Source: an optimization exercise on an open RTL-to-GDS flow (aim: small area). Production flows keep margins and buffers that such runs may drop.
Function was checked by simulation only, so behaviour that the tests miss may differ from the original.
No run shown here takes its clock network from TritonCTS; it comes from the design's own scripts or RTL.
The flow treats the clock pin as an ideal source. Dropping or thinning the clock tree relies on that and would not hold on a real chip.
Power figures rest on the tool's default switching activity, not on a simulated workload.

$ cat design/flow/config.mk
export PLATFORM = sky130hd
export DESIGN_NAME = fpga_top
export DESIGN_NICKNAME = fpga_top
export VERILOG_FILES = /design/flow/design.v
export SDC_FILE = /design/flow/constraint.sdc
export NUM_CORES = 4
export LEC_CHECK = 0
export ABC_AREA = 1
export CAP_MARGIN = 20
export CORE_MARGIN = 2
export CORE_UTILIZATION = 65
export GPL_TIMING_DRIVEN = 0
export PLACE_DENSITY = 0.75
export SLEW_MARGIN = 20
$ cat design/flow/constraint.sdc
create_clock -name core_clock -period 10.0 [get_ports {CLOCK_50}]
set_input_delay 2.0000 -clock core_clock [delete_from_list [all_inputs] [get_ports {CLOCK_50}]]
set_output_delay 2.0000 -clock core_clock [all_outputs]
set_load 0.01 [all_outputs]
$ cat design/flow/design.v
module fpga_top(SW, KEY, CLOCK_50, LEDR, HEX0, HEX1);
    input [9:0] SW;
    input [3:0] KEY;
    input CLOCK_50;
    output [9:0] LEDR;
    output [6:0] HEX0, HEX1;
    wire [7:0] data_result;
    quad_core u0(
        .clk(CLOCK_50),
        .resetn(KEY[0]),
        .go_n(KEY[1]),
        .data_in(SW[7:0]),
        .data_result(data_result)
    );
    assign LEDR[9:0] = {2'b00, data_result};
    hex_decoder H0(.hex_digit(data_result[3:0]), .segments(HEX0));
    hex_decoder H1(.hex_digit(data_result[7:4]), .segments(HEX1));
endmodule
module quad_core(
    input clk,
    input resetn,
    input go_n,
    input [7:0] data_in,
    output reg [7:0] data_result
    );
    reg [3:0] state;
    reg [7:0] a, b, c;
    wire [3:0] state_next;
    wire ld_a, ldx_n, a_hold, bx, bx_n, c_en, c_en_n, ks, ks_n, lr_n, hr;
    ctrl C0(
        .state(state), .go_n(go_n), .resetn(resetn),
        .state_next(state_next),
        .ld_a(ld_a), .ldx_n(ldx_n), .a_hold(a_hold), .bx(bx), .bx_n(bx_n), .c_en(c_en), .c_en_n(c_en_n),
        .ks(ks), .ks_n(ks_n), .lr_n(lr_n), .hr(hr)
    );
    wire [7:0] mac_n;      
    wire [7:0] a_d, b_next, c_d, k_n, r_d;
    dsel S0(
        .data_in(data_in), .a(a), .b(b), .c(c), .r(data_result), .mac_n(mac_n),
        .ld_a(ld_a), .ldx_n(ldx_n), .a_hold(a_hold), .bx(bx), .bx_n(bx_n),
        .c_en(c_en), .c_en_n(c_en_n), .ks(ks), .ks_n(ks_n),
        .lr_n(lr_n), .hr(hr),
        .a_d(a_d), .b_next(b_next), .c_d(c_d), .k_n(k_n), .r_d(r_d)
    );
    mac8 M0(.m(a), .n(b_next), .kn(k_n), .yn(mac_n));
    always @(posedge clk) begin
        state <= state_next;
        a <= a_d;
        b <= b_next;
        c <= c_d;
        data_result <= r_d;
    end
endmodule
module ctrl(
    input  [3:0] state,
    input        go_n,
    input        resetn,
    output [3:0] state_next,
    output       ld_a,       
    output       ldx_n,      
    output       a_hold,     
    output       bx,         
    output       bx_n,
    output       c_en,       
    output       c_en_n,
    output       ks,         
    output       ks_n,
    output       lr_n,       
    output       hr          
    );
  wire go = ~go_n;
  wire nx0_w = (~state[3] & go) | (~state[2] & state[3]) | (~state[1] & state[3]);
  wire nx1_w = (state[0] & state[3]) | (~state[0] & state[1] & ~state[3]) | (state[0] & ~state[1] & ~go) | (state[0] & state[1] & go);
  wire nx2_w = (state[2] & ~state[3]) | (state[0] & state[1] & state[3]) | (state[0] & state[1] & ~go);
  wire nx3_w = (state[0] & state[3]) | (~state[1] & state[3]) | (state[0] & state[1] & state[2] & ~go);
  wire ld_a_w = (~state[0] & ~state[1] & ~state[2]);
  wire ldx_w = (~state[0] & state[1] & state[2] & ~state[3] & go);
  wire bx_w = (~state[0] & state[1] & ~state[2]) | (~state[0] & state[1] & ~state[3] & go);
  wire c_en_w = (~state[0] & ~state[1] & state[2] & ~state[3]);
  wire last_w = (~state[0] & state[1] & state[3]);
  wire ksr_w = (state[3]);
  assign ld_a = ld_a_w; assign ldx_n = ~ldx_w; assign a_hold = ~ld_a_w & ~ldx_w;
  assign bx = bx_w; assign bx_n = ~bx_w; assign c_en = c_en_w; assign c_en_n = ~c_en_w; assign ks = ksr_w; assign ks_n = ~ksr_w;
  assign lr_n = ~(last_w & resetn); assign hr = ~last_w & resetn;
  wire [3:0] nx = {nx3_w, nx2_w, nx1_w, nx0_w};
  assign state_next = resetn ? nx : 4'd0;
endmodule
module dsel(
    input  [7:0] data_in, a, b, c, r, mac_n,
    input        ld_a, ldx_n, a_hold, bx, bx_n, c_en, c_en_n, ks, ks_n, lr_n, hr,
    output [7:0] a_d, b_next, c_d, k_n, r_d
    );
    assign a_d    = (data_in & {8{ld_a}}) | (a & {8{a_hold}}) | (~mac_n & {8{~ldx_n}});
    assign b_next = (data_in & {8{bx}}) | (b & {8{bx_n}});
    assign c_d    = (data_in & {8{c_en}}) | (c & {8{c_en_n}});
    assign k_n    = ~((c_d & {8{ks}}) | (b & {8{ks_n}}));
    assign r_d    = (~mac_n & {8{~lr_n}}) | (r & {8{hr}});
endmodule
module mac8(m, n, kn, yn);
    input [7:0] m, n, kn;
    output [7:0] yn;
    assign yn = ~(m * n + ~kn);
endmodule
module hex_decoder(hex_digit, segments);
    input [3:0] hex_digit;
    output [6:0] segments;
    localparam [15:0] SEG0 = 16'h2812,
                      SEG1 = 16'hd860,
                      SEG2 = 16'hd004,
                      SEG3 = 16'h8692,
                      SEG4 = 16'h02ba,
                      SEG5 = 16'h208e,
                      SEG6 = 16'h1083;
    assign segments = {SEG6[hex_digit], SEG5[hex_digit], SEG4[hex_digit],
                       SEG3[hex_digit], SEG2[hex_digit], SEG1[hex_digit],
                       SEG0[hex_digit]};
endmodule
$ cat design/flow/flow/run.sh
#!/bin/bash
# Layout flow: the standard flow (standard.sh) with these changes:
#  - synthesis: the purely combinational modules of the design (mac8, dsel,
#    ctrl, hex_decoder) are taken from the hand-mapped cell netlists in
#    flow/cells.v instead of being synthesized from their RTL bodies; the
#    registers stay in the RTL and are inferred as in the standard synthesis.
#    Yosys's full-adder extraction is off and ABC uses an area script.
#  - ports are buffered with sky130_fd_sc_hd__buf_1.
#  - clock tree: the clock port drives two clkbuf_8, each driving half of
#    the register clock pins, grouped by position (flow/n_buf.tcl, run in
#    place of TritonCTS).
set -euo pipefail
here=$(pwd)
python3 - "$FLOW_DESIGN" flow/cells.v design_cells.v > swap_modules.log 2>&1 <<'PY'
import re, sys
src = open(sys.argv[1]).read()
cells = open(sys.argv[2]).read()
for m in re.finditer(r'^\s*module\s+(\w+)\b.*?^\s*endmodule\b', cells, re.S | re.M):
    name = m.group(1)
    mm = re.search(r'^\s*module\s+' + name + r'\b.*?^\s*endmodule\b', src, re.S | re.M)
    assert mm, "module %s not found" % name
    src = src[:mm.start()] + "\n" + m.group(0) + "\n" + src[mm.end():]
    print("replaced", name)
open(sys.argv[3], 'w').write(src)
PY
cp flow/abc_area_deep.script abc_area_deep.script
{
  head -n 1 synth_recipe.tcl
  cat <<TCL
proc abc {args} {
  set i [lsearch -exact \$args -script]
  if {\$i >= 0} { set args [lreplace \$args [expr {\$i+1}] [expr {\$i+1}] $here/abc_area_deep.script] }
  set j [lsearch -exact \$args -D]
  if {\$j >= 0} { set args [lreplace \$args \$j [expr {\$j+1}]] }
  yosys abc {*}\$args
}
TCL
  tail -n +2 synth_recipe.tcl
} > my_synth.tcl
export CLKBUF_CELL=sky130_fd_sc_hd__clkbuf_8 CLKBUF_COUNT=2
bash standard.sh VERILOG_FILES="$here/design_cells.v" ADDER_MAP_FILE= SYNTH_INSBUF=0 SYNTH_SCRIPT="$here/my_synth.tcl" \
  BUFFER_PORTS_ARGS="-inputs -outputs -buffer_cell sky130_fd_sc_hd__buf_1" \
  PRE_CTS_TCL="$here/flow/n_buf.tcl" \
  finish > standard_flow.log 2>&1
$ cat design/flow/flow/abc_area_deep.script
strash
&get -n
&deepsyn -T 30
&put
dch
map -a
topo
$ cat design/flow/flow/cells.v
module mac8(m, n, kn, yn);
    input [7:0] m, n, kn;
    output [7:0] yn;
    wire ppn1;
    wire ppn3;
    wire ppn5;
    wire ppn7;
    wire ppn9;
    wire ppn11;
    wire ppn13;
    wire ppn15;
    wire ppn17;
    wire ppn19;
    wire ppn21;
    wire ppn23;
    wire ppn25;
    wire ppn27;
    wire ppn29;
    wire ppn31;
    wire ppn33;
    wire ppn35;
    wire ppn37;
    wire ppn39;
    wire ppn41;
    wire ppn43;
    wire ppn45;
    wire ppn47;
    wire ppn49;
    wire ppn51;
    wire ppn53;
    wire ppn55;
    wire ppn57;
    wire ppn59;
    wire ppn61;
    wire ppn63;
    wire ppn65;
    wire ppn67;
    wire ppn69;
    wire ppn71;
    wire s73;
    wire c74;
    wire s77;
    wire c78;
    wire s80;
    wire c81;
    wire s84;
    wire c85;
    wire s87;
    wire c88;
    wire s90;
    wire c91;
    wire s94;
    wire c95;
    wire s97;
    wire c98;
    wire s100;
    wire c101;
    wire s103;
    wire c104;
    wire s107;
    wire c108;
    wire s110;
    wire c111;
    wire s113;
    wire c114;
    wire s116;
    wire c117;
    wire s119;
    wire c120;
    wire s123;
    wire c124;
    wire s126;
    wire c127;
    wire s129;
    wire c130;
    wire s132;
    wire c133;
    wire s135;
    wire c136;
    wire s138;
    wire c139;
    wire s142;
    wire c143;
    wire s145;
    wire c146;
    wire s148;
    wire c149;
    wire s151;
    wire c152;
    wire s154;
    wire c155;
    wire s157;
    wire c158;
    wire s160;
    wire c161;
    wire x164;
    wire x166;
    wire x168;
    wire x170;
    wire x172;
    wire x174;
    wire x176;
    wire x178;
    wire x180;
    wire x182;
    wire x184;
    wire x186;
    wire x188;
    wire x190;
    sky130_fd_sc_hd__nand2_1 g2 (.A(m[0]), .B(n[0]), .Y(ppn1));
    sky130_fd_sc_hd__nand2_1 g4 (.A(m[1]), .B(n[0]), .Y(ppn3));
    sky130_fd_sc_hd__nand2_1 g6 (.A(m[2]), .B(n[0]), .Y(ppn5));
    sky130_fd_sc_hd__nand2_1 g8 (.A(m[3]), .B(n[0]), .Y(ppn7));
    sky130_fd_sc_hd__nand2_1 g10 (.A(m[4]), .B(n[0]), .Y(ppn9));
    sky130_fd_sc_hd__nand2_1 g12 (.A(m[5]), .B(n[0]), .Y(ppn11));
    sky130_fd_sc_hd__nand2_1 g14 (.A(m[6]), .B(n[0]), .Y(ppn13));
    sky130_fd_sc_hd__nand2_1 g16 (.A(m[7]), .B(n[0]), .Y(ppn15));
    sky130_fd_sc_hd__nand2_1 g18 (.A(m[0]), .B(n[1]), .Y(ppn17));
    sky130_fd_sc_hd__nand2_1 g20 (.A(m[1]), .B(n[1]), .Y(ppn19));
    sky130_fd_sc_hd__nand2_1 g22 (.A(m[2]), .B(n[1]), .Y(ppn21));
    sky130_fd_sc_hd__nand2_1 g24 (.A(m[3]), .B(n[1]), .Y(ppn23));
    sky130_fd_sc_hd__nand2_1 g26 (.A(m[4]), .B(n[1]), .Y(ppn25));
    sky130_fd_sc_hd__nand2_1 g28 (.A(m[5]), .B(n[1]), .Y(ppn27));
    sky130_fd_sc_hd__nand2_1 g30 (.A(m[6]), .B(n[1]), .Y(ppn29));
    sky130_fd_sc_hd__nand2_1 g32 (.A(m[0]), .B(n[2]), .Y(ppn31));
    sky130_fd_sc_hd__nand2_1 g34 (.A(m[1]), .B(n[2]), .Y(ppn33));
    sky130_fd_sc_hd__nand2_1 g36 (.A(m[2]), .B(n[2]), .Y(ppn35));
    sky130_fd_sc_hd__nand2_1 g38 (.A(m[3]), .B(n[2]), .Y(ppn37));
    sky130_fd_sc_hd__nand2_1 g40 (.A(m[4]), .B(n[2]), .Y(ppn39));
    sky130_fd_sc_hd__nand2_1 g42 (.A(m[5]), .B(n[2]), .Y(ppn41));
    sky130_fd_sc_hd__nand2_1 g44 (.A(m[0]), .B(n[3]), .Y(ppn43));
    sky130_fd_sc_hd__nand2_1 g46 (.A(m[1]), .B(n[3]), .Y(ppn45));
    sky130_fd_sc_hd__nand2_1 g48 (.A(m[2]), .B(n[3]), .Y(ppn47));
    sky130_fd_sc_hd__nand2_1 g50 (.A(m[3]), .B(n[3]), .Y(ppn49));
    sky130_fd_sc_hd__nand2_1 g52 (.A(m[4]), .B(n[3]), .Y(ppn51));
    sky130_fd_sc_hd__nand2_1 g54 (.A(m[0]), .B(n[4]), .Y(ppn53));
    sky130_fd_sc_hd__nand2_1 g56 (.A(m[1]), .B(n[4]), .Y(ppn55));
    sky130_fd_sc_hd__nand2_1 g58 (.A(m[2]), .B(n[4]), .Y(ppn57));
    sky130_fd_sc_hd__nand2_1 g60 (.A(m[3]), .B(n[4]), .Y(ppn59));
    sky130_fd_sc_hd__nand2_1 g62 (.A(m[0]), .B(n[5]), .Y(ppn61));
    sky130_fd_sc_hd__nand2_1 g64 (.A(m[1]), .B(n[5]), .Y(ppn63));
    sky130_fd_sc_hd__nand2_1 g66 (.A(m[2]), .B(n[5]), .Y(ppn65));
    sky130_fd_sc_hd__nand2_1 g68 (.A(m[0]), .B(n[6]), .Y(ppn67));
    sky130_fd_sc_hd__nand2_1 g70 (.A(m[1]), .B(n[6]), .Y(ppn69));
    sky130_fd_sc_hd__nand2_1 g72 (.A(m[0]), .B(n[7]), .Y(ppn71));
    sky130_fd_sc_hd__xnor2_1 g75 (.A(ppn1), .B(kn[0]), .Y(s73));
    sky130_fd_sc_hd__or2_1 g76 (.A(ppn1), .B(kn[0]), .X(c74));
    assign yn[0] = s73;
    sky130_fd_sc_hd__fa_1 g79 (.A(ppn3), .B(ppn17), .CIN(kn[1]), .COUT(c78), .SUM(s77));
    sky130_fd_sc_hd__xnor2_1 g82 (.A(c74), .B(s77), .Y(s80));
    sky130_fd_sc_hd__or2_1 g83 (.A(c74), .B(s77), .X(c81));
    assign yn[1] = s80;
    sky130_fd_sc_hd__fa_1 g86 (.A(ppn5), .B(ppn19), .CIN(ppn31), .COUT(c85), .SUM(s84));
    sky130_fd_sc_hd__fa_1 g89 (.A(kn[2]), .B(c78), .CIN(c81), .COUT(c88), .SUM(s87));
    sky130_fd_sc_hd__xnor2_1 g92 (.A(s84), .B(s87), .Y(s90));
    sky130_fd_sc_hd__or2_1 g93 (.A(s84), .B(s87), .X(c91));
    assign yn[2] = s90;
    sky130_fd_sc_hd__fa_1 g96 (.A(ppn7), .B(ppn21), .CIN(ppn33), .COUT(c95), .SUM(s94));
    sky130_fd_sc_hd__fa_1 g99 (.A(ppn43), .B(kn[3]), .CIN(c85), .COUT(c98), .SUM(s97));
    sky130_fd_sc_hd__fa_1 g102 (.A(c88), .B(c91), .CIN(s94), .COUT(c101), .SUM(s100));
    sky130_fd_sc_hd__xnor2_1 g105 (.A(s97), .B(s100), .Y(s103));
    sky130_fd_sc_hd__or2_1 g106 (.A(s97), .B(s100), .X(c104));
    assign yn[3] = s103;
    sky130_fd_sc_hd__fa_1 g109 (.A(ppn9), .B(ppn23), .CIN(ppn35), .COUT(c108), .SUM(s107));
    sky130_fd_sc_hd__fa_1 g112 (.A(ppn45), .B(ppn53), .CIN(kn[4]), .COUT(c111), .SUM(s110));
    sky130_fd_sc_hd__fa_1 g115 (.A(c95), .B(c98), .CIN(c101), .COUT(c114), .SUM(s113));
    sky130_fd_sc_hd__fa_1 g118 (.A(c104), .B(s107), .CIN(s110), .COUT(c117), .SUM(s116));
    sky130_fd_sc_hd__xnor2_1 g121 (.A(s113), .B(s116), .Y(s119));
    sky130_fd_sc_hd__or2_1 g122 (.A(s113), .B(s116), .X(c120));
    assign yn[4] = s119;
    sky130_fd_sc_hd__fa_1 g125 (.A(ppn11), .B(ppn25), .CIN(ppn37), .COUT(c124), .SUM(s123));
    sky130_fd_sc_hd__fa_1 g128 (.A(ppn47), .B(ppn55), .CIN(ppn61), .COUT(c127), .SUM(s126));
    sky130_fd_sc_hd__fa_1 g131 (.A(kn[5]), .B(c108), .CIN(c111), .COUT(c130), .SUM(s129));
    sky130_fd_sc_hd__fa_1 g134 (.A(c114), .B(c117), .CIN(c120), .COUT(c133), .SUM(s132));
    sky130_fd_sc_hd__fa_1 g137 (.A(s123), .B(s126), .CIN(s129), .COUT(c136), .SUM(s135));
    sky130_fd_sc_hd__xnor2_1 g140 (.A(s132), .B(s135), .Y(s138));
    sky130_fd_sc_hd__or2_1 g141 (.A(s132), .B(s135), .X(c139));
    assign yn[5] = s138;
    sky130_fd_sc_hd__fa_1 g144 (.A(ppn13), .B(ppn27), .CIN(ppn39), .COUT(c143), .SUM(s142));
    sky130_fd_sc_hd__fa_1 g147 (.A(ppn49), .B(ppn57), .CIN(ppn63), .COUT(c146), .SUM(s145));
    sky130_fd_sc_hd__fa_1 g150 (.A(ppn67), .B(kn[6]), .CIN(c124), .COUT(c149), .SUM(s148));
    sky130_fd_sc_hd__fa_1 g153 (.A(c127), .B(c130), .CIN(c133), .COUT(c152), .SUM(s151));
    sky130_fd_sc_hd__fa_1 g156 (.A(c136), .B(c139), .CIN(s142), .COUT(c155), .SUM(s154));
    sky130_fd_sc_hd__fa_1 g159 (.A(s145), .B(s148), .CIN(s151), .COUT(c158), .SUM(s157));
    sky130_fd_sc_hd__xnor2_1 g162 (.A(s154), .B(s157), .Y(s160));
    sky130_fd_sc_hd__or2_1 g163 (.A(s154), .B(s157), .X(c161));
    assign yn[6] = s160;
    sky130_fd_sc_hd__xor2_1 g165 (.A(ppn15), .B(ppn29), .X(x164));
    sky130_fd_sc_hd__xor2_1 g167 (.A(ppn41), .B(ppn51), .X(x166));
    sky130_fd_sc_hd__xor2_1 g169 (.A(ppn59), .B(ppn65), .X(x168));
    sky130_fd_sc_hd__xor2_1 g171 (.A(ppn69), .B(ppn71), .X(x170));
    sky130_fd_sc_hd__xor2_1 g173 (.A(kn[7]), .B(c143), .X(x172));
    sky130_fd_sc_hd__xor2_1 g175 (.A(c146), .B(c149), .X(x174));
    sky130_fd_sc_hd__xor2_1 g177 (.A(c152), .B(c155), .X(x176));
    sky130_fd_sc_hd__xor2_1 g179 (.A(c158), .B(c161), .X(x178));
    sky130_fd_sc_hd__xor2_1 g181 (.A(x164), .B(x166), .X(x180));
    sky130_fd_sc_hd__xor2_1 g183 (.A(x168), .B(x170), .X(x182));
    sky130_fd_sc_hd__xor2_1 g185 (.A(x172), .B(x174), .X(x184));
    sky130_fd_sc_hd__xor2_1 g187 (.A(x176), .B(x178), .X(x186));
    sky130_fd_sc_hd__xor2_1 g189 (.A(x180), .B(x182), .X(x188));
    sky130_fd_sc_hd__xor2_1 g191 (.A(x184), .B(x186), .X(x190));
    sky130_fd_sc_hd__xnor2_1 g192 (.A(x188), .B(x190), .Y(yn[7]));
endmodule
module dsel(data_in, a, b, c, r, mac_n, ld_a, ldx_n, a_hold, bx, bx_n, c_en, c_en_n, ks, ks_n, lr_n, hr, a_d, b_next, c_d, k_n, r_d);
    input [7:0] data_in, a, b, c, r, mac_n;
    input ld_a, ldx_n, a_hold, bx, bx_n, c_en, c_en_n, ks, ks_n, lr_n, hr;
    output [7:0] a_d, b_next, c_d, k_n, r_d;
    wire [7:0] at;
    sky130_fd_sc_hd__nor2_1 gt0 (.A(ldx_n), .B(mac_n[0]), .Y(at[0]));
    sky130_fd_sc_hd__a221o_1 ga0 (.A1(ld_a), .A2(data_in[0]), .B1(a_hold), .B2(a[0]), .C1(at[0]), .X(a_d[0]));
    sky130_fd_sc_hd__a22o_1 gb0 (.A1(data_in[0]), .A2(bx), .B1(b[0]), .B2(bx_n), .X(b_next[0]));
    sky130_fd_sc_hd__a22o_1 gc0 (.A1(data_in[0]), .A2(c_en), .B1(c[0]), .B2(c_en_n), .X(c_d[0]));
    sky130_fd_sc_hd__a22oi_1 gk0 (.A1(c_d[0]), .A2(ks), .B1(b[0]), .B2(ks_n), .Y(k_n[0]));
    sky130_fd_sc_hd__a2bb2o_1 gr0 (.A1_N(lr_n), .A2_N(mac_n[0]), .B1(r[0]), .B2(hr), .X(r_d[0]));
    sky130_fd_sc_hd__nor2_1 gt1 (.A(ldx_n), .B(mac_n[1]), .Y(at[1]));
    sky130_fd_sc_hd__a221o_1 ga1 (.A1(ld_a), .A2(data_in[1]), .B1(a_hold), .B2(a[1]), .C1(at[1]), .X(a_d[1]));
    sky130_fd_sc_hd__a22o_1 gb1 (.A1(data_in[1]), .A2(bx), .B1(b[1]), .B2(bx_n), .X(b_next[1]));
    sky130_fd_sc_hd__a22o_1 gc1 (.A1(data_in[1]), .A2(c_en), .B1(c[1]), .B2(c_en_n), .X(c_d[1]));
    sky130_fd_sc_hd__a22oi_1 gk1 (.A1(c_d[1]), .A2(ks), .B1(b[1]), .B2(ks_n), .Y(k_n[1]));
    sky130_fd_sc_hd__a2bb2o_1 gr1 (.A1_N(lr_n), .A2_N(mac_n[1]), .B1(r[1]), .B2(hr), .X(r_d[1]));
    sky130_fd_sc_hd__nor2_1 gt2 (.A(ldx_n), .B(mac_n[2]), .Y(at[2]));
    sky130_fd_sc_hd__a221o_1 ga2 (.A1(ld_a), .A2(data_in[2]), .B1(a_hold), .B2(a[2]), .C1(at[2]), .X(a_d[2]));
    sky130_fd_sc_hd__a22o_1 gb2 (.A1(data_in[2]), .A2(bx), .B1(b[2]), .B2(bx_n), .X(b_next[2]));
    sky130_fd_sc_hd__a22o_1 gc2 (.A1(data_in[2]), .A2(c_en), .B1(c[2]), .B2(c_en_n), .X(c_d[2]));
    sky130_fd_sc_hd__a22oi_1 gk2 (.A1(c_d[2]), .A2(ks), .B1(b[2]), .B2(ks_n), .Y(k_n[2]));
    sky130_fd_sc_hd__a2bb2o_1 gr2 (.A1_N(lr_n), .A2_N(mac_n[2]), .B1(r[2]), .B2(hr), .X(r_d[2]));
    sky130_fd_sc_hd__nor2_1 gt3 (.A(ldx_n), .B(mac_n[3]), .Y(at[3]));
    sky130_fd_sc_hd__a221o_1 ga3 (.A1(ld_a), .A2(data_in[3]), .B1(a_hold), .B2(a[3]), .C1(at[3]), .X(a_d[3]));
    sky130_fd_sc_hd__a22o_1 gb3 (.A1(data_in[3]), .A2(bx), .B1(b[3]), .B2(bx_n), .X(b_next[3]));
    sky130_fd_sc_hd__a22o_1 gc3 (.A1(data_in[3]), .A2(c_en), .B1(c[3]), .B2(c_en_n), .X(c_d[3]));
    sky130_fd_sc_hd__a22oi_1 gk3 (.A1(c_d[3]), .A2(ks), .B1(b[3]), .B2(ks_n), .Y(k_n[3]));
    sky130_fd_sc_hd__a2bb2o_1 gr3 (.A1_N(lr_n), .A2_N(mac_n[3]), .B1(r[3]), .B2(hr), .X(r_d[3]));
    sky130_fd_sc_hd__nor2_1 gt4 (.A(ldx_n), .B(mac_n[4]), .Y(at[4]));
    sky130_fd_sc_hd__a221o_1 ga4 (.A1(ld_a), .A2(data_in[4]), .B1(a_hold), .B2(a[4]), .C1(at[4]), .X(a_d[4]));
    sky130_fd_sc_hd__a22o_1 gb4 (.A1(data_in[4]), .A2(bx), .B1(b[4]), .B2(bx_n), .X(b_next[4]));
    sky130_fd_sc_hd__a22o_1 gc4 (.A1(data_in[4]), .A2(c_en), .B1(c[4]), .B2(c_en_n), .X(c_d[4]));
    sky130_fd_sc_hd__a22oi_1 gk4 (.A1(c_d[4]), .A2(ks), .B1(b[4]), .B2(ks_n), .Y(k_n[4]));
    sky130_fd_sc_hd__a2bb2o_1 gr4 (.A1_N(lr_n), .A2_N(mac_n[4]), .B1(r[4]), .B2(hr), .X(r_d[4]));
    sky130_fd_sc_hd__nor2_1 gt5 (.A(ldx_n), .B(mac_n[5]), .Y(at[5]));
    sky130_fd_sc_hd__a221o_1 ga5 (.A1(ld_a), .A2(data_in[5]), .B1(a_hold), .B2(a[5]), .C1(at[5]), .X(a_d[5]));
    sky130_fd_sc_hd__a22o_1 gb5 (.A1(data_in[5]), .A2(bx), .B1(b[5]), .B2(bx_n), .X(b_next[5]));
    sky130_fd_sc_hd__a22o_1 gc5 (.A1(data_in[5]), .A2(c_en), .B1(c[5]), .B2(c_en_n), .X(c_d[5]));
    sky130_fd_sc_hd__a22oi_1 gk5 (.A1(c_d[5]), .A2(ks), .B1(b[5]), .B2(ks_n), .Y(k_n[5]));
    sky130_fd_sc_hd__a2bb2o_1 gr5 (.A1_N(lr_n), .A2_N(mac_n[5]), .B1(r[5]), .B2(hr), .X(r_d[5]));
    sky130_fd_sc_hd__nor2_1 gt6 (.A(ldx_n), .B(mac_n[6]), .Y(at[6]));
    sky130_fd_sc_hd__a221o_1 ga6 (.A1(ld_a), .A2(data_in[6]), .B1(a_hold), .B2(a[6]), .C1(at[6]), .X(a_d[6]));
    sky130_fd_sc_hd__a22o_1 gb6 (.A1(data_in[6]), .A2(bx), .B1(b[6]), .B2(bx_n), .X(b_next[6]));
    sky130_fd_sc_hd__a22o_1 gc6 (.A1(data_in[6]), .A2(c_en), .B1(c[6]), .B2(c_en_n), .X(c_d[6]));
    sky130_fd_sc_hd__a22oi_1 gk6 (.A1(c_d[6]), .A2(ks), .B1(b[6]), .B2(ks_n), .Y(k_n[6]));
    sky130_fd_sc_hd__a2bb2o_1 gr6 (.A1_N(lr_n), .A2_N(mac_n[6]), .B1(r[6]), .B2(hr), .X(r_d[6]));
    sky130_fd_sc_hd__nor2_1 gt7 (.A(ldx_n), .B(mac_n[7]), .Y(at[7]));
    sky130_fd_sc_hd__a221o_1 ga7 (.A1(ld_a), .A2(data_in[7]), .B1(a_hold), .B2(a[7]), .C1(at[7]), .X(a_d[7]));
    sky130_fd_sc_hd__a22o_1 gb7 (.A1(data_in[7]), .A2(bx), .B1(b[7]), .B2(bx_n), .X(b_next[7]));
    sky130_fd_sc_hd__a22o_1 gc7 (.A1(data_in[7]), .A2(c_en), .B1(c[7]), .B2(c_en_n), .X(c_d[7]));
    sky130_fd_sc_hd__a22oi_1 gk7 (.A1(c_d[7]), .A2(ks), .B1(b[7]), .B2(ks_n), .Y(k_n[7]));
    sky130_fd_sc_hd__a2bb2o_1 gr7 (.A1_N(lr_n), .A2_N(mac_n[7]), .B1(r[7]), .B2(hr), .X(r_d[7]));
endmodule

module ctrl(state, go_n, resetn, state_next, ld_a, ldx_n, a_hold, bx, bx_n, c_en, c_en_n, ks, ks_n, lr_n, hr);
  input [3:0] state;
  wire [3:0] state;
  input go_n;
  wire go_n;
  input resetn;
  wire resetn;
  output [3:0] state_next;
  wire [3:0] state_next;
  output ld_a;
  wire ld_a;
  output ldx_n;
  wire ldx_n;
  output a_hold;
  wire a_hold;
  output bx;
  wire bx;
  output bx_n;
  wire bx_n;
  output c_en;
  wire c_en;
  output c_en_n;
  wire c_en_n;
  output ks;
  wire ks;
  output ks_n;
  wire ks_n;
  output lr_n;
  wire lr_n;
  output hr;
  wire hr;
  wire _00_;
  wire _01_;
  wire _02_;
  wire _03_;
  wire _04_;
  wire _05_;
  wire _06_;
  wire _07_;
  wire _08_;
  wire _09_;
  wire _10_;
  wire _11_;
  sky130_fd_sc_hd__clkinv_1 _12_ (
    .A(state[3]),
    .Y(ks_n)
  );
  sky130_fd_sc_hd__clkinv_1 _13_ (
    .A(resetn),
    .Y(_00_)
  );
  sky130_fd_sc_hd__clkinv_1 _14_ (
    .A(state[0]),
    .Y(_01_)
  );
  sky130_fd_sc_hd__nor2_1 _15_ (
    .A(state[3]),
    .B(go_n),
    .Y(_02_)
  );
  sky130_fd_sc_hd__nor2_1 _16_ (
    .A(_01_),
    .B(_02_),
    .Y(_03_)
  );
  sky130_fd_sc_hd__a22oi_1 _17_ (
    .A1(state[2]),
    .A2(ks_n),
    .B1(_03_),
    .B2(state[1]),
    .Y(_04_)
  );
  sky130_fd_sc_hd__nor2_1 _18_ (
    .A(_00_),
    .B(_04_),
    .Y(state_next[2])
  );
  sky130_fd_sc_hd__clkinv_1 _19_ (
    .A(state[1]),
    .Y(_05_)
  );
  sky130_fd_sc_hd__nor4_1 _20_ (
    .A(state[3]),
    .B(_05_),
    .C(_01_),
    .D(_02_),
    .Y(_06_)
  );
  sky130_fd_sc_hd__a21oi_1 _21_ (
    .A1(ks_n),
    .A2(state[1]),
    .B1(_03_),
    .Y(_07_)
  );
  sky130_fd_sc_hd__nor3_1 _22_ (
    .A(_00_),
    .B(_06_),
    .C(_07_),
    .Y(state_next[1])
  );
  sky130_fd_sc_hd__clkinv_1 _23_ (
    .A(state[2]),
    .Y(_08_)
  );
  sky130_fd_sc_hd__nor2_1 _24_ (
    .A(_08_),
    .B(_02_),
    .Y(_09_)
  );
  sky130_fd_sc_hd__a221oi_1 _25_ (
    .A1(ks_n),
    .A2(go_n),
    .B1(_09_),
    .B2(state[1]),
    .C1(_00_),
    .Y(state_next[0])
  );
  sky130_fd_sc_hd__nor3_1 _26_ (
    .A(_05_),
    .B(state[0]),
    .C(_09_),
    .Y(bx)
  );
  sky130_fd_sc_hd__nand2_1 _27_ (
    .A(bx),
    .B(state[2]),
    .Y(ldx_n)
  );
  sky130_fd_sc_hd__clkinv_1 _28_ (
    .A(bx),
    .Y(bx_n)
  );
  sky130_fd_sc_hd__nor3_1 _29_ (
    .A(state[2]),
    .B(state[1]),
    .C(state[0]),
    .Y(ld_a)
  );
  sky130_fd_sc_hd__nor3_1 _30_ (
    .A(state[0]),
    .B(ks_n),
    .C(_05_),
    .Y(_10_)
  );
  sky130_fd_sc_hd__nand2_1 _31_ (
    .A(_10_),
    .B(resetn),
    .Y(lr_n)
  );
  sky130_fd_sc_hd__nor2_1 _32_ (
    .A(_00_),
    .B(_10_),
    .Y(hr)
  );
  sky130_fd_sc_hd__nor4_1 _33_ (
    .A(state[3]),
    .B(state[1]),
    .C(state[0]),
    .D(_08_),
    .Y(c_en)
  );
  sky130_fd_sc_hd__a31oi_1 _34_ (
    .A1(_03_),
    .A2(state[2]),
    .A3(state[1]),
    .B1(state[3]),
    .Y(_11_)
  );
  sky130_fd_sc_hd__nor3_1 _35_ (
    .A(_00_),
    .B(_10_),
    .C(_11_),
    .Y(state_next[3])
  );
  sky130_fd_sc_hd__a21oi_1 _36_ (
    .A1(bx),
    .A2(state[2]),
    .B1(ld_a),
    .Y(a_hold)
  );
  sky130_fd_sc_hd__clkinv_1 _37_ (
    .A(c_en),
    .Y(c_en_n)
  );
  assign ks = state[3];
endmodule

module hex_decoder(hex_digit, segments);
  input [3:0] hex_digit;
  wire [3:0] hex_digit;
  output [6:0] segments;
  wire [6:0] segments;
  wire _00_;
  wire _01_;
  wire _02_;
  wire _03_;
  wire _04_;
  wire _05_;
  wire _06_;
  wire _07_;
  wire _08_;
  wire _09_;
  wire _10_;
  wire _11_;
  wire _12_;
  wire _13_;
  sky130_fd_sc_hd__clkinv_1 _14_ (
    .A(hex_digit[2]),
    .Y(_00_)
  );
  sky130_fd_sc_hd__nor3_1 _15_ (
    .A(hex_digit[1]),
    .B(hex_digit[3]),
    .C(_00_),
    .Y(_01_)
  );
  sky130_fd_sc_hd__clkinv_1 _16_ (
    .A(hex_digit[1]),
    .Y(_02_)
  );
  sky130_fd_sc_hd__nor2_1 _17_ (
    .A(hex_digit[2]),
    .B(_02_),
    .Y(_03_)
  );
  sky130_fd_sc_hd__nor2_1 _18_ (
    .A(hex_digit[0]),
    .B(_03_),
    .Y(_04_)
  );
  sky130_fd_sc_hd__clkinv_1 _19_ (
    .A(hex_digit[3]),
    .Y(_05_)
  );
  sky130_fd_sc_hd__nor2_1 _20_ (
    .A(hex_digit[1]),
    .B(_00_),
    .Y(_06_)
  );
  sky130_fd_sc_hd__nor2_1 _21_ (
    .A(_05_),
    .B(_06_),
    .Y(_07_)
  );
  sky130_fd_sc_hd__nor3_1 _22_ (
    .A(_01_),
    .B(_04_),
    .C(_07_),
    .Y(segments[5])
  );
  sky130_fd_sc_hd__o22ai_1 _23_ (
    .A1(hex_digit[0]),
    .A2(_05_),
    .B1(_06_),
    .B2(_03_),
    .Y(_08_)
  );
  sky130_fd_sc_hd__clkinv_1 _24_ (
    .A(_08_),
    .Y(_09_)
  );
  sky130_fd_sc_hd__clkinv_1 _25_ (
    .A(hex_digit[0]),
    .Y(_10_)
  );
  sky130_fd_sc_hd__nand2_1 _26_ (
    .A(_01_),
    .B(_10_),
    .Y(_11_)
  );
  sky130_fd_sc_hd__o21ai_0 _27_ (
    .A1(_04_),
    .A2(_09_),
    .B1(_11_),
    .Y(segments[3])
  );
  sky130_fd_sc_hd__nand2_1 _28_ (
    .A(segments[3]),
    .B(_02_),
    .Y(_12_)
  );
  sky130_fd_sc_hd__nor2_1 _29_ (
    .A(_05_),
    .B(_09_),
    .Y(_13_)
  );
  sky130_fd_sc_hd__a21oi_1 _30_ (
    .A1(_12_),
    .A2(_05_),
    .B1(_13_),
    .Y(segments[0])
  );
  sky130_fd_sc_hd__a221oi_1 _31_ (
    .A1(_10_),
    .A2(_00_),
    .B1(segments[3]),
    .B2(_02_),
    .C1(segments[5]),
    .Y(segments[1])
  );
  sky130_fd_sc_hd__a311oi_1 _32_ (
    .A1(_10_),
    .A2(hex_digit[2]),
    .A3(_05_),
    .B1(_07_),
    .C1(_09_),
    .Y(segments[6])
  );
  sky130_fd_sc_hd__o21ai_0 _33_ (
    .A1(_10_),
    .A2(hex_digit[3]),
    .B1(_12_),
    .Y(segments[4])
  );
  sky130_fd_sc_hd__a32o_1 _34_ (
    .A1(_10_),
    .A2(_05_),
    .A3(_03_),
    .B1(_13_),
    .B2(hex_digit[2]),
    .X(segments[2])
  );
endmodule
$ cat design/flow/flow/n_buf.tcl
# Clock tree of one level: the clock port drives CLKBUF_COUNT clock buffers
# (cell CLKBUF_CELL); the register clock pins are split into that many groups
# of near-equal size by position (k-means), and each group is driven by one
# buffer placed at the group's centroid. Used in place of TritonCTS.
proc clock_tree_synthesis {args} {
  set master_name $::env(CLKBUF_CELL)
  set nbuf $::env(CLKBUF_COUNT)
  set block [ord::get_db_block]
  set master [[ord::get_db] findMaster $master_name]
  set clk_net [[$block findBTerm CLOCK_50] getNet]
  set pts {}
  foreach it [$clk_net getITerms] {
    set bb [[$it getInst] getBBox]
    lappend pts [list $it [expr {([$bb xMin] + [$bb xMax]) / 2.0}] [expr {([$bb yMin] + [$bb yMax]) / 2.0}]]
  }
  set n [llength $pts]
  # seed centres along x, then balanced k-means (each group gets at most ceil(n/k))
  set sorted [lsort -real -index 1 $pts]
  set cap [expr {int(ceil(double($n) / $nbuf))}]
  set centres {}
  for {set g 0} {$g < $nbuf} {incr g} {
    set p [lindex $sorted [expr {int(($g + 0.5) * $n / $nbuf)}]]
    lappend centres [list [lindex $p 1] [lindex $p 2]]
  }
  for {set iter 0} {$iter < 20} {incr iter} {
    # assign greedily by distance, respecting capacity
    set pairs {}
    set i 0
    foreach p $pts {
      set g 0
      foreach c $centres {
        set d [expr {abs([lindex $p 1] - [lindex $c 0]) + abs([lindex $p 2] - [lindex $c 1])}]
        lappend pairs [list $d $i $g]
        incr g
      }
      incr i
    }
    set pairs [lsort -real -index 0 $pairs]
    set assign [lrepeat $n -1]
    set count [lrepeat $nbuf 0]
    foreach pr $pairs {
      lassign $pr d i g
      if {[lindex $assign $i] >= 0 || [lindex $count $g] >= $cap} continue
      lset assign $i $g
      lset count $g [expr {[lindex $count $g] + 1}]
    }
    set newc {}
    for {set g 0} {$g < $nbuf} {incr g} {
      set sx 0.0; set sy 0.0; set k 0
      for {set i 0} {$i < $n} {incr i} {
        if {[lindex $assign $i] == $g} {
          set p [lindex $pts $i]
          set sx [expr {$sx + [lindex $p 1]}]; set sy [expr {$sy + [lindex $p 2]}]; incr k
        }
      }
      if {$k > 0} { lappend newc [list [expr {$sx / $k}] [expr {$sy / $k}]] } else { lappend newc [lindex $centres $g] }
    }
    set centres $newc
  }
  $clk_net setSigType CLOCK
  for {set g 0} {$g < $nbuf} {incr g} {
    set buf [odb::dbInst_create $block $master clkbuf_$g]
    set net [odb::dbNet_create $block clknet_$g]
    $net setSigType CLOCK
    [$buf findITerm A] connect $clk_net
    [$buf findITerm X] connect $net
    set c [lindex $centres $g]
    $buf setLocation [expr {int([lindex $c 0])}] [expr {int([lindex $c 1])}]
    $buf setPlacementStatus PLACED
    set k 0
    for {set i 0} {$i < $n} {incr i} {
      if {[lindex $assign $i] == $g} {
        set it [lindex [lindex $pts $i] 0]
        $it disconnect
        $it connect $net
        incr k
      }
    }
    puts "clock buffer clkbuf_$g ($master_name) drives $k clock pins"
  }
}
$ cat design/flow/standard.sh
#!/bin/bash
# synth_recipe.tcl (not shown) runs the flow's synth.tcl, then flattens the netlist and writes it again
# the make line also repeats each setting of config.mk as NAME=value (left out here)
make -C /OpenROAD-flow-scripts/flow DESIGN_CONFIG=/design/flow/config.mk WORK_HOME=/design/flow/orfs CLKGATE_MAP_FILE= SYNTH_SCRIPT=/design/flow/synth_recipe.tcl "${@:-finish}"
==> impl_metrics.toml, run 1 <==
[setup_path]
rrSetupSlack_ns = 1.76
crit_required_ns = 10.06
cp-start-kind = "input port"
crit_fanout = 11
r2r-end = "u0.a[7]"
end_kind = "flip-flop"
reg2reg_from = "u0.state[3]"
critPathKind = "input port to flip-flop"
worstPathArrival_ns = 9.63
rr_worst_depth = 24

[run_status]
status = "finished clean"

[global_routing]
grt_pass1_vias = 1975
antenna_found_initial = 0
grt_usage = 0.280
grt_overflow = 0
grt_pass1_wl_um = 8880
grt_max_degree = 19

[sta]
min_period_over_period = 0.957
fin_skew_ns = 0.00741
drv_slew = 0
relSlewSlack = 0.494
finalWorstSetupSlack_ns = 0.428
finalHoldViolCount = 0
report.final.setup_viol = 0
hold_slack_ns = 0.483
finalSetupTns_ns = 0
tightest_slew_ns = 0.759
rsz0062_at_grt = "no"
period_minus_slack_ns = 9.57
max_freq_mhz = 104

[routing]
drc = 0
drt_wl_total_um = 5250
postRouteAntennaNets = 0
vias = 1947
initialDrtViolationCount = 138
post_drt_via_cell_ratio = 6.07
wl_per_cell_um = 16.3
firstDrtPassIters = 4

[clocking]
insertion_delay_ns = 0.17
ctsResizeCount = 0
cts_hold_buf = 0
post_cts_buffers = 0
cts.reportedPaths.clkPinSlew_ns = 0.10

[finish]
multiInputGateArea_um2 = 1470
stdcell_area_um2 = 2470
area_delta_synth_final_pct = 10.3
n_antenna_cell = 0
fin_util = 0.745
drive_gt1_frac = 0.0218
fillers = 259
num-nets-final = 313
seqCellArea_um2 = 721

[synth]
synthArstFlopShare = 0
synth_area_leaders = "dfxtp_1, fa_1, nand2_1, a22o_1, xor2_1"
synth.most_common_cell = "nand2_1"
yosys_warnings = 1
syn-cell-area_um2 = 2240
netlist.area_leader.share = 0.322
syn_inst = 239
synth_seq_cells = 36
yosys.area.top_type = "dfxtp_1"
seq_area_frac_synth = 0.322
synth.distinct_cells = 22
synthTopCellsByCount = "nand2_1, dfxtp_1, nor2_1"
avgSynthCellArea_um2 = 9.36
synthFlopType = "dfxtp_1"
synth_edf_count = 0

[floorplan]
io_pins = 39
die-area_um2 = 3930
die_w_um = 62.7
die_y_um = 62.7
rows = 21
core_um2 = 3310
start_util = 0.676

[hold_path]
hold_start = "u0.c[7]"
min_to = "u0.c[7]"
whs_path_depth = 1
hold_class = "flip-flop to flip-flop"

[placed_design]
port_buffers = 32
post-place-ws_ns = 0.291
dpl-instance-area_um2 = 2430
gp_congestion = 0.815
dp_hpwl_um = 3970

[pwr]
pwr_density_cell_nw_per_um2 = 230
ir_drop_uv = 215
power.leakage_nw = 0.877

[run]
drv_cap = 0
==> logic make-up after synthesis <==
logic type / share of synthesized area
buf+inv: 0.0285
flops: 0.322
other cells: 0.00168
fa+ha+maj: 0.188
compound gates: 0.219
simple gates: 0.154
xor+xnor: 0.0861
==> where the power goes <==
| part | internal [mW] | switching, mW |
|---|---|---|
| Sequential | 0.164 | 0.0148 |
| Combinational | 0.150 | 0.184 |
| Clock | 0.0187 | 0.0363 |
==> placed cells by master, fill, tap and decap left out, types with 2 or more instances in the layout <==
cell / synthesis / final
nand2_1: 42 / 42
dfxtp_1: 36 / 36
buf_1: 0 / 32
nor2_1: 23 / 23
fa_1: 21 / 21
clkinv_1: 17 / 17
a22o_1: 16 / 16
xor2_1: 14 / 14
a22oi_1: 9 / 9
xnor2_1: 8 / 8
a221o_1: 8 / 8
a2bb2o_1: 8 / 8
nor3_1: 9 / 7
or2_1: 7 / 7
o21ai_0: 4 / 4
a21oi_1: 4 / 4
a221oi_1: 3 / 3
o22ai_1: 2 / 2
a311oi_1: 2 / 2
a32o_1: 2 / 2
clkbuf_8: 0 / 2
conb_1: 1 / 2
nor3_2: 0 / 2
==> layout make-up <==
cell class                      count  area share
Inverter                           17      0.0259
Timing Repair Buffer               33      0.0507
Multi-Input combinational cell    187       0.597
Tap cell                           46      0.0233
Sequential cell                    36       0.292
Buffer                              2      0.0112
==> worst max-delay path: stages <==
cell      delay (ns)
buf_1           0.08
nor2_1          0.16
nor2_1          0.09
nor3_2          0.57
clkinv_1        0.47
a22o_1          0.45
nand2_1         0.15
fa_1            0.42
or2_1           0.24
fa_1            0.48
or2_1           0.26
fa_1            0.51
or2_1           0.26
fa_1            0.51
or2_1           0.24
fa_1            0.41
fa_1            0.51
fa_1            0.43
or2_1           0.24
xor2_1          0.16
xor2_1          0.19
xor2_1          0.23
xnor2_1         0.23
nor2_1          0.07
a221o_1         0.26
==> registers in the layout, indices dropped and copies added, names as in the netlist <==
name / flops
u0.b: 8
u0.state: 4
u0.data_result: 8
u0.c: 8
u0.a: 8
==> routing by layer <==
metal | GRT usage | part of all wire
met5 | 0 | 0
met4 | 0.111 | 0.033
met3 | 0.0216 | 0.066
met1 | 0.370 | 0.43
met2 | 0.480 | 0.47
==> stage by stage <==
stage / power [mW] / cells
6_report: 0.568 / 321
5_1_grt: 0.604 / 321
4_1_cts: 0.553 / 321
3_5_place_dp: 0.511 / 319
3_3_place_gp: 0.506 / 318
2_1_floorplan: 0.430 / 240
==> how the worst max path moves through the flow <==
stage / from / slack [ns] / endpoint
after global placement: KEY[1] / -0.16 / u0.a[7]
after floorplan: KEY[1] / 0.96 / u0.a[7]
after global routing: KEY[1] / 0.07 / u0.a[7]
final: KEY[1] / 0.43 / u0.a[7]
after CTS: KEY[1] / 0.29 / u0.a[7]
after detailed placement: KEY[1] / 0.29 / u0.a[7]
==> run 2: changes to the inputs <==
--- a/design/flow/config.mk
+++ b/design/flow/config.mk
@@ -8,3 +8,3 @@
 export ABC_AREA = 1
-export CAP_MARGIN = 20
+export CAP_MARGIN = 0
 export CORE_MARGIN = 2
@@ -13,2 +13,2 @@
 export PLACE_DENSITY = 0.75
-export SLEW_MARGIN = 20
+export SLEW_MARGIN = 0
==> run 2 against run 1 <==
  * Largest cell class unchanged
  * Total power shrank 0.15%
  * Highest routed layer unchanged
  * First-iteration DRC count shrank 8.7%
  * Clock power is essentially flat
  * Design area shrank 0.15%
==> impl_metrics.toml, run 2 <==
[floorplan]
die-area_um2 = 3930
io_pins = 39
die_w_um = 62.7
die_y_um = 62.7
start_util = 0.676
core_um2 = 3310
rows = 21

[global_routing]
grt_usage = 0.281
grt_max_degree = 19
grt_pass1_vias = 1936
gr-usage-met2 = 0.493
grt_busiest_layer = "met2"
grt_overflow = 0
met3_usage = 0.0144
antenna_found_initial = 0
use_met1 = 0.386
grt_pass1_wl_um = 8900

[hold_path]
hold_class = "flip-flop to flip-flop"
min_to = "u0.c[0]"
hold_start = "u0.c[0]"
whs_path_depth = 1

[sta]
finalHoldViolCount = 0
fin_skew_ns = 0.00764
report.final.setup_viol = 0
max_freq_mhz = 107
relSlewSlack = 0.201
drv_slew = 0
period_minus_slack_ns = 9.32
tightest_slew_ns = 1.19
min_period_over_period = 0.932
finalSetupTns_ns = 0
rsz0062_at_grt = "no"

[run]
drv_cap = 0

[pwr]
ir_drop_uv = 196
p_int_uw = 333
p_clk_frac = 0.097
pwr-share-comb = 0.588
switchingPower_uw = 234
swShare = 0.413
pwr-share-seq = 0.316
power.leakage_nw = 0.871
pwr_density_cell_nw_per_um2 = 230

[synth]
syn-cell-area_um2 = 2240
synth.most_common_cell = "nand2_1"
synthFlopType = "dfxtp_1"
synth_area_leaders = "dfxtp_1, fa_1, nand2_1, a22o_1, xor2_1"
synth.distinct_cells = 22
avgSynthCellArea_um2 = 9.36
yosys_warnings = 1
seq_area_frac_synth = 0.322
synth_seq_cells = 36
syn_inst = 239
synthArstFlopShare = 0
synth_edf_count = 0
synthTopCellsByCount = "nand2_1, dfxtp_1, nor2_1"
netlist.area_leader.share = 0.322
yosys.area.top_type = "dfxtp_1"

[placed_design]
port_buffers = 32
gp_congestion = 0.815
dpl-instance-area_um2 = 2420
dp_hpwl_um = 3940
placed_cells = 318

[setup_path]
crit_slowest_cell = "fa_1"
rrSetupSlack_ns = 1.58
end_kind = "flip-flop"
reg2reg_from = "u0.state[3]"
r2r-end = "u0.a[7]"
critical-path-max-stage-delay_ns = 0.51
rr_worst_depth = 22
cp-start-kind = "input port"
crit_required_ns = 10.06
crit_top_cell = "fa_1"
critPathKind = "input port to flip-flop"
crit_fanout = 11
worstPathArrival_ns = 9.38

[finish]
num-nets-final = 312
layout_common_cells = "nand2_1, dfxtp_1, buf_1"
drive_gt1_frac = 0.0146
finalNonFillerCells = 320
n_antenna_cell = 0
fin_util = 0.744
mostFrequentLayoutCell = "nand2_1"
area_delta_synth_final_pct = 10.1
stdcell_area_um2 = 2460

[routing]
vias = 1908
wl_per_cell_um = 16.4
firstDrtPassIters = 5
initialDrtViolationCount = 126
post_drt_via_cell_ratio = 5.96
drc = 0
postRouteAntennaNets = 0
drt_wl_total_um = 5250

[clocking]
insertion_delay_ns = 0.16
ctsResizeCount = 1
post_cts_buffers = 0
cts.reportedPaths.clkPinSlew_ns = 0.10
cts_hold_buf = 0

[run_status]
status = "finished clean"
## run 2: cell counts after synthesis
Identical to the previous run, type by type.
## run 2: worst max-delay path, delay by kind of cell
family	cells	cell delay, ns
adder cells (fa/ha/maj)	7	3.26
AND/OR/NAND/NOR	10	2.14
XOR/XNOR	4	0.81
AO/OA/AOI/OAI	2	0.70
buffers and inverters	2	0.46
## run 2: area by class of cell
cell class	instances	area (um^2)
buffer	2	27.5
fill	266	847
inverter	17	63.8
multi-input combinational	187	1470
sequential	36	721
tap	46	57.6
timing repair buffer	32	120
## run 2: cells by family (layout without fill, tap and decap cells)
| kind of cell | Yosys count | after routing | share of synthesized area |
|---|---|---|---|
| flip-flops | 36 | 36 | 0.322 |
| buffers and inverters | 17 | 51 | 0.0285 |
| AO/OA/AOI/OAI | 59 | 59 | 0.219 |
| adder cells (fa/ha/maj) | 21 | 21 | 0.188 |
| AND/OR/NAND/NOR | 83 | 83 | 0.154 |
| other | 1 | 2 | 0.00168 |
| XOR/XNOR | 22 | 22 | 0.0861 |
## run 2: layer usage
layer  share of wire  routed length, um  up-vias
li1                -                  -      914
met1            0.44               2290      909
met2            0.48               2540       75
met3           0.056                292       10
met4           0.022                115        0
met5               0                  0        -
## run 2: worst max-delay path by stage
stage	start	to	slack [ns]	cells after the start
after floorplan	KEY[1]	u0.a[7]	0.96	24
after global placement	KEY[1]	u0.a[7]	-0.16	25
after detailed placement	KEY[1]	u0.a[7]	-0.22	25
after CTS	KEY[1]	u0.a[7]	0.28	25
after global routing	KEY[1]	u0.a[7]	0.29	25
final	KEY[1]	u0.a[7]	0.68	25
## run 2: power by group through the flow
| stage | Combinational (mW) | Clock (mW) | Sequential (mW) |
|---|---|---|---|
| after CTS | 0.332 | 0.0402 | 0.181 |
| after global placement | 0.326 | 0 | 0.180 |
| after global routing | 0.366 | 0.0610 | 0.181 |
| final | 0.333 | 0.0548 | 0.179 |
| after detailed placement | 0.330 | 0 | 0.181 |
| after floorplan | 0.254 | 0 | 0.177 |
## run 2: through the flow
step / hold slack [ns] / setup slack, ns / total power [mW]
2_1_floorplan: 0.440 / 0.960 / 0.430
3_3_place_gp: 0.451 / -0.162 / 0.506
3_5_place_dp: 0.460 / -0.224 / 0.511
4_1_cts: 0.460 / 0.283 / 0.553
5_1_grt: 0.506 / 0.286 / 0.608
6_report: 0.485 / 0.676 / 0.567
==> run 3: changes to the inputs <==
--- a/design/flow/flow/run.sh
+++ b/design/flow/flow/run.sh
@@ -6,3 +6,4 @@
 #    registers stay in the RTL and are inferred as in the standard synthesis.
-#    Yosys's full-adder extraction is off and ABC uses an area script.
+#    Yosys's full-adder extraction and pass-through buffering are off and
+#    ABC uses an area script.
 #  - ports are buffered with sky130_fd_sc_hd__buf_1.
==> run 3 against run 2 <==
  * Combinational power about the same
  * Flip-flop and latch count unchanged
  * Critical endpoint unchanged
  * Largest power group unchanged
  * First-iteration DRC count unchanged
  * Critical path type unchanged
  * Area after synthesis unchanged
  * Register-to-register slack about the same
  * Global-route usage unchanged
  * Still clean on timing, DRC and antenna
  * Clock skew unchanged
  * Die area unchanged
  * Synthesized cell count unchanged
  * Worst setup slack unchanged
  * Highest routed layer unchanged
  * Sequential share of layout area unchanged
==> impl_metrics.toml, run 3 <==
[synth]
synth_area_leaders = "dfxtp_1, fa_1, nand2_1, a22o_1, xor2_1"
synth_edf_count = 0
syn_inst = 239
netlist.area_leader.share = 0.322
syn-cell-area_um2 = 2240
avgSynthCellArea_um2 = 9.36
synth_seq_cells = 36
yosys.area.top_type = "dfxtp_1"
synthTopCellsByCount = "nand2_1, dfxtp_1, nor2_1"
synth.most_common_cell = "nand2_1"
synth.distinct_cells = 22
synthFlopType = "dfxtp_1"
seq_area_frac_synth = 0.322
synthArstFlopShare = 0
yosys_warnings = 1

[clocking]
insertion_delay_ns = 0.16
cts_hold_buf = 0
post_cts_buffers = 0
cts.reportedPaths.clkPinSlew_ns = 0.10

[pwr]
p_clk_frac = 0.097
swShare = 0.413
power.leakage_nw = 0.871
pwr-share-comb = 0.588
ir_drop_uv = 196
switchingPower_uw = 234
pwr-share-seq = 0.316
p_int_uw = 333
pwr_density_cell_nw_per_um2 = 230

[floorplan]
io_pins = 39
die_y_um = 62.7
rows = 21
core_um2 = 3310
die_w_um = 62.7
start_util = 0.676
die-area_um2 = 3930

[finish]
seqCellArea_um2 = 721
multiInputGateArea_um2 = 1470
mostFrequentLayoutCell = "nand2_1"
fillers = 266
finalNonFillerCells = 320
layout_common_cells = "nand2_1, dfxtp_1, buf_1"
num-nets-final = 312
area_delta_synth_final_pct = 10.1
n_antenna_cell = 0
drive_gt1_frac = 0.0146

[placed_design]
placed_cells = 318
dp_hpwl_um = 3940
gp_congestion = 0.815
port_buffers = 32

[sta]
period_minus_slack_ns = 9.32
max_freq_mhz = 107
tightest_slew_ns = 1.19
rsz0062_at_grt = "no"
hold_slack_ns = 0.485
drv_slew = 0
finalSetupTns_ns = 0
min_period_over_period = 0.932
finalHoldViolCount = 0
report.final.setup_viol = 0
relSlewSlack = 0.201
fin_skew_ns = 0.00764

[global_routing]
grt_pass1_wl_um = 8900
antenna_found_initial = 0
grt_overflow = 0
grt_pass1_vias = 1936
grt_usage = 0.281
grt_max_degree = 19

[setup_path]
critPathKind = "input port to flip-flop"
end_kind = "flip-flop"
rr_worst_depth = 22
crit_required_ns = 10.06
crit_fanout = 11
cp-start-kind = "input port"
worstPathArrival_ns = 9.38

[routing]
firstDrtPassIters = 5
vias = 1908
drt_wl_total_um = 5250
post_drt_via_cell_ratio = 5.96
wl_per_cell_um = 16.4
initialDrtViolationCount = 126
drc = 0
postRouteAntennaNets = 0

[hold_path]
whs_path_depth = 1
hold_class = "flip-flop to flip-flop"

[run_status]
status = "finished clean"

[run]
drv_cap = 0
==> run 3: logic make-up (layout without fill, tap and decap cells) <==
| group | Yosys count | count (layout) | share of synthesized area |
|---|---|---|---|
| AOI/OAI and AO/OA | 59 | 59 | 0.219 |
| xor gates and xnor gates | 22 | 22 | 0.0861 |
| adders and majority gates | 21 | 21 | 0.188 |
| buffers and inverters | 17 | 51 | 0.0285 |
| DFF | 36 | 36 | 0.322 |
| other | 1 | 2 | 0.00168 |
| and+or+nand+nor | 83 | 83 | 0.154 |
==> run 3: final timing paths <==
kind	from	to	slack, ns
worst min-delay path	u0.c[0]	u0.c[0]	0.48
worst min register to register	u0.c[0]	u0.c[0]	0.48
worst max register to register	u0.state[3]	u0.a[7]	1.58
worst max-delay path	KEY[1]	u0.a[7]	0.68
==> run 3: final cells by class <==
class,count,area share
Buffer,2,0.0112
Inverter,17,0.0259
Multi-Input combinational cell,187,0.598
Sequential cell,36,0.293
Tap cell,46,0.0234
Timing Repair Buffer,32,0.0488
==> run 3: critical path, cell delays in order <==
cell	delay (ns)
buf_1	0.08
nor2_1	0.17
nor2_1	0.12
nor3_4	0.38
clkinv_1	0.38
a22o_1	0.43
nand2_1	0.15
fa_1	0.42
or2_1	0.24
fa_1	0.48
or2_1	0.26
fa_1	0.50
or2_1	0.26
fa_1	0.51
or2_1	0.24
fa_1	0.41
fa_1	0.51
fa_1	0.43
or2_1	0.24
xor2_1	0.16
xor2_1	0.19
xor2_1	0.23
xnor2_1	0.23
nor2_1	0.08
a221o_1	0.27
==> run 3: power by group through the flow <==
stage               clock network, mW  logic [mW]  registers (mW)
global route                   0.0610       0.366           0.181
CTS                            0.0402       0.332           0.181
floorplan                           0       0.254           0.177
detailed placement                  0       0.330           0.181
global placement                    0       0.326           0.180
finish                         0.0548       0.333           0.179
==> run 3: timing repair <==
item,in CTS,in global routing
gates resized for setup,1,1
setup endpoints to repair,2,1
endpoints found under the hold margin,0,0
==> run 3: per-stage QoR <==
| stage | setup WS, ns | instance area [um^2] | utilization | total power, mW |
|---|---|---|---|---|
| 3_3_place_gp | -0.162 | 2420 | 0.731 | 0.506 |
| 5_1_grt | 0.286 | 2460 | 0.744 | 0.608 |
| 4_1_cts | 0.283 | 2460 | 0.742 | 0.553 |
| 2_1_floorplan | 0.960 | 2240 | - | 0.430 |
| 3_5_place_dp | -0.224 | 2420 | 0.732 | 0.511 |
| 6_report | 0.676 | 2460 | 0.744 | 0.567 |
==> run 3: routing by layer <==
layer | GRT usage | vias up | part of all wire
met2 | 0.493 | 75 | 0.48
met3 | 0.0144 | 10 | 0.056
li1 | - | 914 | -
met4 | 0.0611 | 0 | 0.022
met5 | 0 | - | 0
met1 | 0.386 | 909 | 0.44

## what the ideal ports hide
No port has a modelled driver above. Below, the same layouts with a new extraction and two added sets of constraints. Step 1, drivers: a clkbuf_16 drives CLOCK_50 and a buf_2 each remaining input, both assumed. Step 2 also shifts input and output timing later by t, the mid clock arrival at the registers, as if the neighbouring blocks saw the same clock. Slacks: ideal ports / drivers / drivers and shift; pairs: ideal ports / drivers.
run | shift t [ns] | slack for setup (ns) | worst setup path after step 2
run 1 | 0.200 | 0.428 / 0.447 / 0.247 | input to register
run 2 | 0.197 | 0.676 / 0.693 / 0.496 | input to register
run 3 | 0.197 | 0.676 / 0.693 / 0.496 | input to register
After both steps every run listed still meets setup and hold. The setup slack of run 1, which loses most, moves by +0.019 ns with the drivers and by -0.181 ns with both steps.
